Source: an optimization exercise on an open RTL-to-GDS flow (aim: small area). Production flows keep margins and buffers that such runs may drop. The RTL was checked by simulation tests, not by an equivalence proof against the original design.

Setup of trial 37:
Design axi4_slave, start of the top module:
module axi4_slave #(
    parameter int          NUM_REGS   = 4     ,
    parameter integer      ID_WIDTH   = 4     ,
    parameter integer      ADDR_WIDTH = 32    ,
    parameter integer      DATA_WIDTH = 32    ,
    parameter logic [31:0] BASE_ADDR  = 32'h0
)(
    input  logic                     ACLK,
    input  logic                     ARESETN,
    input  logic [ID_WIDTH-1:0]       S_AXI_AWID     ,
    input  logic [ADDR_WIDTH-1:0]     S_AXI_AWADDR   ,
    input  logic [7:0]                S_AXI_AWLEN    ,
    input  logic [2:0]                S_AXI_AWSIZE   ,
    input  logic [1:0]                S_AXI_AWBURST  ,
    input  logic                      S_AXI_AWVALID  ,
    output logic                      S_AXI_AWREADY  ,
    input  logic [DATA_WIDTH-1:0]     S_AXI_WDATA    ,
    input  logic [(DATA_WIDTH/8)-1:0] S_AXI_WSTRB    ,
    input  logic                      S_AXI_WLAST    ,
    input  logic                      S_AXI_WVALID   ,
    output logic                      S_AXI_WREADY   ,
    output logic [ID_WIDTH-1:0]       S_AXI_BID      ,
    output logic [1:0]                S_AXI_BRESP    ,
    output logic                      S_AXI_BVALID   ,
    input  logic                      S_AXI_BREADY   ,
    input  logic [ID_WIDTH-1:0  ]     S_AXI_ARID     ,
    input  logic [ADDR_WIDTH-1:0]     S_AXI_ARADDR   ,
    input  logic [7:0]                S_AXI_ARLEN    ,
    input  logic [2:0]                S_AXI_ARSIZE   ,
    input  logic [1:0]                S_AXI_ARBURST  ,
    input  logic                      S_AXI_ARVALID  ,
    output logic                      S_AXI_ARREADY  ,
    output logic [ID_WIDTH-1:0  ]     S_AXI_RID      ,
    output logic [DATA_WIDTH-1:0]     S_AXI_RDATA    ,
    output logic [1:0]                S_AXI_RRESP    ,
    output logic                      S_AXI_RLAST    ,
    output logic                      S_AXI_RVALID   ,
    input  logic                      S_AXI_RREADY   ,
    output logic                      write_en        ,
    output logic                      read_en
);
function automatic [7:0] inc8(input [7:0] a);
    logic c;
    c = 1'b1;
    for (int k = 0; k < 8; k++) begin
        inc8[k] = a[k] ^ c;
        c = c & a[k];
    end
endfunction
function automatic [7:0] dec8(input [7:0] a);
  ...
Size: ~1800 cells after synthesis, about 300 flip-flops.
==> flow/config.mk <==
export PLATFORM = sky130hd
export DESIGN_NAME = axi4_slave
export DESIGN_NICKNAME = axi4_slave
export VERILOG_FILES = /design/flow/design.v
export SDC_FILE = /design/flow/constraint.sdc
export NUM_CORES = 4
export LEC_CHECK = 0
export CAP_MARGIN = 5
export CORE_MARGIN = 2
export CORE_UTILIZATION = 65
export PLACE_DENSITY = 0.75
export SLEW_MARGIN = 5
==> flow/constraint.sdc <==
create_clock -name core_clock -period 200.0 [get_ports {ACLK}]
set_input_delay 40.0000 -clock core_clock [delete_from_list [all_inputs] [get_ports {ACLK}]]
set_output_delay 40.0000 -clock core_clock [all_outputs]
set_load 0.01 [all_outputs]
standard.sh (not shown) runs the stock make flow with config.mk's settings and CLKGATE_MAP_FILE= SYNTH_SCRIPT=/design/flow/synth_recipe.tcl, a recipe that flattens the netlist after the stock synthesis.
==> flow/flow/run.sh <==
#!/bin/bash
# Standard ORFS layout with three changes, each tool logging to its own file:
#  - synthesis maps the logic with an area-oriented ABC script (flow/abc_area.script)
#    instead of ORFS's delay-oriented one; everything else in synthesis is unchanged,
#    so the registers are the standard synthesis's;
#  - each port gets the smallest buffer (buf_1) instead of clkdlybuf4s50_1;
#  - the clock tree uses smaller clock buffers and no dummy loads.
set -e
HERE=$(pwd)
rm -rf scripts_area
cp -r "$FLOW_HOME/scripts" scripts_area
cp flow/abc_area.script scripts_area/abc_speed.script
export SCRIPTS_DIR=$HERE/scripts_area
export BUFFER_PORTS_ARGS="-buffer_cell sky130_fd_sc_hd__buf_1"
export CTS_ARGS="-sink_clustering_enable -repair_clock_nets -dont_use_dummy_load -buf_list sky130_fd_sc_hd__clkbuf_8 -sink_clustering_size 20 -sink_clustering_max_diameter 60"
bash standard.sh > standard.log 2>&1
==> flow/flow/abc_area.script <==
strash
balance
rewrite
refactor
balance
rewrite
rewrite -z
balance
refactor -z
rewrite -z
balance
dch -f
amap -m
topo
The following lists how build 26 was set up differently from trial 37:
Settings: PLACE_DENSITY changed from 0.75 to 0.6; CAP_MARGIN changed from 5 to 20; CORE_UTILIZATION changed from 65 to 40; SLEW_MARGIN changed from 5 to 20.
### Flow results
Compared with trial 37, in build 26 TritonCTS buffer count now sits lower. Overall die width (build 26 vs. trial 37) increases by more than a quarter. Share of post-route cells with drive strength above 1: build 26 vs trial 37, no meaningful difference. Looking at post-route non-filler standard cell count, build 26 sits about 10% above trial 37. Taking trial 37 as the reference, in build 26 routed length per placed instance shrank by 3.5%, total instance count after detailed placement grew by 248, number of global-route vias before repair shrank by about 2.3%, met3 usage in global routing shrank by 0.61 points.

========
Setup of build 17:
axi4_slave again, from the RTL that the note above started with.
Settings: LEC_CHECK=0, CAP_MARGIN=20, CORE_MARGIN=2, CORE_UTILIZATION=40, GPL_TIMING_DRIVEN=0, PLACE_DENSITY=0.6, SLEW_MARGIN=20; clock period 200.0 ns.
Scripts as last shown in full above: flow/flow/run.sh, flow/flow/abc_area.script
Build 17: PASS, flow complete, no timing, DRC or antenna violations
For build 34, these inputs were changed with respect to build 17:
- GPL_TIMING_DRIVEN removed (was 0)
--- a/flow/flow/run.sh
+++ b/flow/flow/run.sh
@@ -13,4 +13,4 @@
 export SCRIPTS_DIR=$HERE/scripts_area
 export BUFFER_PORTS_ARGS="-buffer_cell sky130_fd_sc_hd__buf_1"
-export CTS_ARGS="-sink_clustering_enable -repair_clock_nets -dont_use_dummy_load -buf_list sky130_fd_sc_hd__clkbuf_8 -sink_clustering_size 20 -sink_clustering_max_diameter 60"
+export CTS_ARGS="-sink_clustering_enable -repair_clock_nets -dont_use_dummy_load -buf_list sky130_fd_sc_hd__clkbuf_16 -sink_clustering_size 40 -sink_clustering_max_diameter 60"
 bash standard.sh > standard.log 2>&1
### Flow results
Build 34 leaves more setup margin than build 17. Detail-routed net length per standard cell: build 17 vs build 34, no meaningful difference.
Setup changes, build 34 to build 52
- CAP_MARGIN changed from 20 to 5
- SLEW_MARGIN changed from 20 to 5
--- a/flow/flow/run.sh
+++ b/flow/flow/run.sh
@@ -13,4 +13,4 @@
 export SCRIPTS_DIR=$HERE/scripts_area
 export BUFFER_PORTS_ARGS="-buffer_cell sky130_fd_sc_hd__buf_1"
-export CTS_ARGS="-sink_clustering_enable -repair_clock_nets -dont_use_dummy_load -buf_list sky130_fd_sc_hd__clkbuf_16 -sink_clustering_size 40 -sink_clustering_max_diameter 60"
+export CTS_ARGS="-sink_clustering_enable -repair_clock_nets -dont_use_dummy_load -buf_list sky130_fd_sc_hd__clkbuf_4 -sink_clustering_size 10 -sink_clustering_max_diameter 40"
 bash standard.sh > standard.log 2>&1
### Flow results
Sort build 34 and build 52 by worst setup slack asc -> top: build 52. On first-pass GRT wire length, the lower figure sits with build 34, not build 52. Build 52: buffer count excluding the clock tree in the final layout 3 below build 34. Area: build 52 vs build 34 -> build 52 smaller. In build 52, the net count of the finished layout came out 18 above the value in build 34. Looking at met3 routed wirelength, build 52 sits above build 34. Between build 34 and build 52, area growth from synthesis to final layout decreased. The higher clock buffer count in the final layout came out of build 52.
Inputs modified between build 52 and build 33:
--- a/flow/flow/run.sh
+++ b/flow/flow/run.sh
@@ -13,4 +13,4 @@
 export SCRIPTS_DIR=$HERE/scripts_area
 export BUFFER_PORTS_ARGS="-buffer_cell sky130_fd_sc_hd__buf_1"
-export CTS_ARGS="-sink_clustering_enable -repair_clock_nets -dont_use_dummy_load -buf_list sky130_fd_sc_hd__clkbuf_4 -sink_clustering_size 10 -sink_clustering_max_diameter 40"
+export CTS_ARGS="-sink_clustering_enable -repair_clock_nets -dont_use_dummy_load -buf_list sky130_fd_sc_hd__clkbuf_8 -sink_clustering_size 20 -sink_clustering_max_diameter 60"
 bash standard.sh > standard.log 2>&1
==> comparison <==
Build 33: PASS, flow complete, no timing, DRC or antenna violations
Going from build 52 to build 33, the first-pass iteration count of the detailed router was found to have gone up by 1.
Diff build 52 -> build 33: worst hold slack after final layout closely matched the old numbers, post-placement setup slack closely matched the old numbers.

========
== the baseline ==
axi4_slave, a different RTL version from the one above (not shown whole).
Size: roughly 1,800 cells after synthesis, roughly 300 flip-flops, about 22,000 sq um of cells after synthesis.
## axi4_slave
module axi4_slave #(
    parameter int          NUM_REGS   = 4     ,
    parameter integer      ID_WIDTH   = 4     ,
    parameter integer      ADDR_WIDTH = 32    ,
    parameter integer      DATA_WIDTH = 32    ,
    parameter logic [31:0] BASE_ADDR  = 32'h0
)(
    input  logic                     ACLK,
    input  logic                     ARESETN,
    input  logic [ID_WIDTH-1:0]       S_AXI_AWID     ,
    input  logic [ADDR_WIDTH-1:0]     S_AXI_AWADDR   ,
    input  logic [7:0]                S_AXI_AWLEN    ,
    input  logic [2:0]                S_AXI_AWSIZE   ,
    input  logic [1:0]                S_AXI_AWBURST  ,
    input  logic                      S_AXI_AWVALID  ,
    output logic                      S_AXI_AWREADY  ,
    input  logic [DATA_WIDTH-1:0]     S_AXI_WDATA    ,
    input  logic [(DATA_WIDTH/8)-1:0] S_AXI_WSTRB    ,
    input  logic                      S_AXI_WLAST    ,
    input  logic                      S_AXI_WVALID   ,
    output logic                      S_AXI_WREADY   ,
    output logic [ID_WIDTH-1:0]       S_AXI_BID      ,
    output logic [1:0]                S_AXI_BRESP    ,
    output logic                      S_AXI_BVALID   ,
    input  logic                      S_AXI_BREADY   ,
    input  logic [ID_WIDTH-1:0  ]     S_AXI_ARID     ,
    input  logic [ADDR_WIDTH-1:0]     S_AXI_ARADDR   ,
    input  logic [7:0]                S_AXI_ARLEN    ,
    input  logic [2:0]                S_AXI_ARSIZE   ,
    input  logic [1:0]                S_AXI_ARBURST  ,
    input  logic                      S_AXI_ARVALID  ,
    output logic                      S_AXI_ARREADY  ,
    output logic [ID_WIDTH-1:0  ]     S_AXI_RID      ,
    output logic [DATA_WIDTH-1:0]     S_AXI_RDATA    ,
    output logic [1:0]                S_AXI_RRESP    ,
    output logic                      S_AXI_RLAST    ,
    output logic                      S_AXI_RVALID   ,
    input  logic                      S_AXI_RREADY   ,
    output logic                      write_en        ,
    output logic                      read_en
);
Settings: LEC_CHECK=0, CAP_MARGIN=20, CORE_MARGIN=2, CORE_UTILIZATION=40, PLACE_DENSITY=0.6, SLEW_MARGIN=20; clock period 200.0 ns.
==> flow/flow/run.sh <==
#!/bin/bash
# Standard ORFS layout with three changes, each tool logging to its own file:
#  - synthesis maps the logic with an area-oriented ABC script (flow/abc_area.script)
#    instead of ORFS's delay-oriented one; everything else in synthesis is unchanged,
#    so the registers are the standard synthesis's;
#  - each port gets the smallest buffer (buf_1) instead of clkdlybuf4s50_1;
#  - the clock tree uses smaller clock buffers and no dummy loads.
set -e
HERE=$(pwd)
rm -rf scripts_area
cp -r "$FLOW_HOME/scripts" scripts_area
cp flow/abc_area.script scripts_area/abc_speed.script
export SCRIPTS_DIR=$HERE/scripts_area
export BUFFER_PORTS_ARGS="-buffer_cell sky130_fd_sc_hd__buf_1"
export CTS_ARGS="-sink_clustering_enable -repair_clock_nets -dont_use_dummy_load -buf_list sky130_fd_sc_hd__clkbuf_8 -sink_clustering_size 20 -sink_clustering_max_diameter 60"
bash standard.sh > standard.log 2>&1
Scripts as last shown in full above: flow/flow/abc_area.script
The baseline | stages: all done | timing, DRC, antenna: all pass
## Diff of input files: the candidate against the baseline
==> flow/flow/run.sh <==
#!/bin/bash
# Standard layout, logged.
bash standard.sh > standard.log 2>&1
removed: flow/flow/abc_area.script
==> comparison <==
The destination of the critical timing path comes out write_ptr[1]$_DFF_P_ in one run and write_ptr[0]$_DFF_P_ in the other, namely in the candidate and the baseline respectively. After detailed routing, the baseline needs less wire than the candidate. Between the baseline and the candidate, the flow reports count of multi-input gates increasing by more than a quarter. Looking at placed wire-length estimate, the candidate sits above the baseline.

-- static timing again, ports no longer ideal --
How much do the figures lean on ideal ports? The routed layouts below were timed once more, with nothing changed but the port constraints. Step 1: set_driving_cell puts a clkbuf_16 on ACLK and a buf_2 on each other input, an assumption about the parent block. Step 2 times the ports against the registers' clock, not the clock port: input delays grow and output delays shrink by t, the midpoint of the rising clock arrivals with the driver on. Three values: no drivers, after step 1, after step 2; two values: the first two.
run	t, ns	slack for setup (ns)	worst slew at a driven data input, ns
trial 37	0.644	99.081 / 99.105 / 98.461	0.09
build 26	0.627	100.906 / 100.871 / 100.243	0.13
build 17	0.635	98.255 / 98.230 / 97.595	0.12
build 34	0.582	100.896 / 100.868 / 100.286	0.13
build 52	0.741	100.738 / 100.707 / 99.966	0.13
build 33	0.625	100.650 / 100.611 / 99.986	0.13
the baseline	0.657	100.689 / 100.673 / 100.015	0.12
the candidate	0.603	96.217 / 96.246 / 95.643	0.12
After both steps every run listed still meets setup and hold. The setup slack of build 52, which loses most, moves by -0.031 ns with the drivers and by -0.772 ns with both steps.
